This is an optimization exercise on Yosys and OpenROAD, whose aim is small area, not a production implementation. At most, simulation tests tie the RTL to the original design; equivalence was not proved. Power figures rest on the tool's default switching activity, not on a simulated workload.

Setup of run 1:
// decodeAndMap
module decodeAndMap(drawX, drawY, drawColour, WE, resetn, clock, shapeselect, inputColour, vs_n, rotateX, rotateY, rotateZ, invert, pitch, roll, yaw, doneShape);
For scale: about 2100 cells after synthesis, about 690 flip-flops, ~0.024 mm^2 of cells after synthesis.
clock: 12.0 ns
lec_check: 0
cap_margin: 30
core_margin: 2
core_utilization: 40
cts_buf_list: sky130_fd_sc_hd__clkbuf_8
slew_margin: 20
run.sh (not shown) runs the stock make flow with config.mk's settings and CLKGATE_MAP_FILE= SYNTH_SCRIPT=/design/flow/synth_recipe.tcl, a recipe that flattens the netlist after the stock synthesis.
Inputs modified between run 1 and run 2:
Settings: removing CTS_BUF_LIST (formerly sky130_fd_sc_hd__clkbuf_8).
## What came out
The maximum number of buffers from clock root to sink was comparable across run 2 and run 1. Diff run 2..run 1 | clock sink count | negligible. On run 2: minimum setup slack in the final design is 0.0040 ns lower than what run 1 gave. Summary of run 2 over run 1: portion of the clock cycle consumed by the worst path in the final layout shows no meaningful change, cell area shows an increase of 0.99%, overall routing resource usage shows no meaningful change. Relative max-transition margin: run 2 vs run 1 down 0.78 points.
For run 3, these inputs were changed with respect to run 2:
Settings: putting CTS_BUF_LIST at sky130_fd_sc_hd__clkbuf_4 where nothing was set.
### Flow results
Run 3 vs run 2: detailed-route wire length per cell down in run 3
Run 3 ended up with WE as its worst setup path endpoint; run 2 ended up with drawColour[2].
Comparing run 2 and run 3, the lower post-route clock period utilization is on run 2.
Compared with run 2, in run 3 sequential share of layout area picked up an extra 0.61 points, met2 usage in global routing now larger, layout net count went up by 96, first-pass GRT wire length shows an increase of about 3%.

## lane 2
decodeAndMap, a different RTL version from the one above (not shown whole).
Size in the first run: ~1500 cells after synthesis, ~700 flip-flops, ~59 I/O pins.
clock: 12.0 ns
lec_check: 0
cap_margin: 30
core_margin: 2
core_utilization: 75
cts_buf_list: sky130_fd_sc_hd__clkbuf_16
cts_cluster_diameter: 100
cts_cluster_size: 30
slew_margin: 20
#### Input delta (lane 1 over lane 2)
- a change of CORE_UTILIZATION from 75 to 70
## What came out
When the final numbers for lane 1 and lane 2 were put side by side, the vertical die dimension turned out to be smaller in lane 2. Going from lane 2 to lane 1, clock skew lower; core utilization lower; wire length reported by the detailed router lower. There was hardly any difference in maximum frequency between lane 2 and lane 1. [compare] base=lane 2 new=lane 1: post-placement setup slack -0.017 ns, final cell count +about 2.3%. Diff lane 2 -> lane 1: met1 routing resource usage after global routing decreased 3.4 points, post-route clock period utilization essentially unchanged, clock period minus worst slack up 0.011 ns, growth of design area from synthesis to finish shows an increase of 0.20 points.
No functional check of the RTL was part of any run of this note.

decodeAndMap, a different RTL version from the one above (not shown whole).
For scale: roughly 1500 cells after synthesis, about 20000 um^2 of cells after synthesis.
export LEC_CHECK = 0
export CAP_MARGIN = 30
export CORE_MARGIN = 2
export CORE_UTILIZATION = 60
export CTS_BUF_LIST = sky130_fd_sc_hd__clkbuf_16
export CTS_CLUSTER_DIAMETER = 60
export CTS_CLUSTER_SIZE = 30
export SLEW_MARGIN = 20
create_clock -name core_clock -period 12.0 [get_ports {clock}]
Change:
- CORE_UTILIZATION: 60 -> 65
- CTS_CLUSTER_DIAMETER: 60 -> 40
- CTS_CLUSTER_SIZE: 30 -> 40
=> The new run finished with timing, DRC and antenna clean; global-route usage climbs by 4.5 points; total power grows by about a fifth; cell area is higher by a few percent; synthesized area is unchanged; final cell count fell slightly; clock skew climbs by 0.0097 ns; core utilization climbs by 8.6 points; flip-flop and latch count is unchanged; sequential share of layout area falls by 2.3 points.
Change:
- CTS_BUF_LIST: sky130_fd_sc_hd__clkbuf_16 -> sky130_fd_sc_hd__clkbuf_4 sky130_fd_sc_hd__clkbuf_8 sky130_fd_sc_hd__clkbuf_16
- CTS_CLUSTER_DIAMETER: 40 -> 100
- CTS_CLUSTER_SIZE: 40 -> 30
What happened:
- The new run completed with no timing, DRC or antenna violations
- cell area drops by 5.4%
- global-route usage went down by 2.0 points
- wire length drops by 8.2%
- power shrinks by 19%
- critical path depth stays the same
- maximum frequency barely changes
- utilization shrinks by 4.1 points
- final cell count goes down by 3.1%
- setup slack improves by 0.0034 ns
- via count falls by 3.3%
- clock power fell by 43%
Change:
- ABC_AREA: not set -> 1
Effect: Power falls by 0.38%. Die area fell by 0.46%. First-iteration DRC count climbs by 30%. Synthesized area falls by 0.47%. Flip-flop and latch count does not change.
Change:
- ABC_AREA: 1 -> not set
- CORE_UTILIZATION: 65 -> 60
The changed run went through all stages and came out clean.
Total power is about the same.
Final cell count fell by a few percent.
Core utilization came out lower by 5.6 points.
Synthesized area went up slightly.
Non-clock buffer count grows by 9.
First-iteration DRC count fell by roughly a tenth.
Clock-buffer cell count came out lower by 2.
Routed wire length is lower by roughly a tenth.
Design area grows slightly.
Clock skew goes up by 0.0043 ns.
Register-to-register slack gets worse by 0.18 ns.
No functional check of the RTL was part of any run of this note.

## static timing again, ports no longer ideal
Ports are ideal in the flow. The routed layouts listed here were re-timed in OpenROAD. Step 1 sets driving cells, clkbuf_16 on the clock port and buf_2 on the other inputs (assumed; they add their load-dependent delay and slew). Step 2 times the ports against the registers' clock, not the clock port: input delays grow and output delays shrink by t, the midpoint of the rising clock arrivals with the driver on. Slacks: no drivers / after step 1 / after step 2; pairs: no drivers / after step 1.
| run | shift t [ns] | setup WS [ns] | worst hold slack (ns) | worst setup path at the end | cell pins on the clock port's net |
|---|---|---|---|---|---|
| run 1 | 0.736 | 6.054 / 6.029 / 6.029 | 0.291 / 0.291 / 0.291 | input to output | 1 |
| run 2 | 0.647 | 6.050 / 6.025 / 6.025 | 0.317 / 0.317 / 0.317 | input to output | 1 |
| run 3 | 0.949 | 5.999 / 5.946 / 6.031 | 0.285 / 0.285 / 0.285 | input to output | 1 |
| lane 2 | 0.642 | 6.086 / 6.054 / 6.054 | 0.316 / 0.316 / 0.316 | input to output | 1 |
| lane 1 | 0.621 | 6.074 / 6.044 / 6.044 | 0.319 / 0.319 / 0.319 | input to output | 1 |
| the first run of note 3 | 0.567 | 6.085 / 6.052 / 6.052 | 0.300 / 0.300 / 0.300 | input to output | 1 |
| the second run of note 3 | 0.619 | 6.069 / 6.045 / 6.045 | 0.280 / 0.280 / 0.280 | input to output | 1 |
| the third run of note 3 | 0.633 | 6.073 / 6.048 / 6.048 | 0.319 / 0.319 / 0.319 | input to output | 1 |
| the fourth run of note 3 | 0.609 | 6.043 / 6.013 / 6.013 | 0.318 / 0.318 / 0.318 | input to output | 1 |
| the fifth run of note 3 | 0.631 | 6.085 / 6.052 / 6.052 | 0.324 / 0.324 / 0.324 | input to output | 1 |
After both steps every run listed still meets setup and hold.
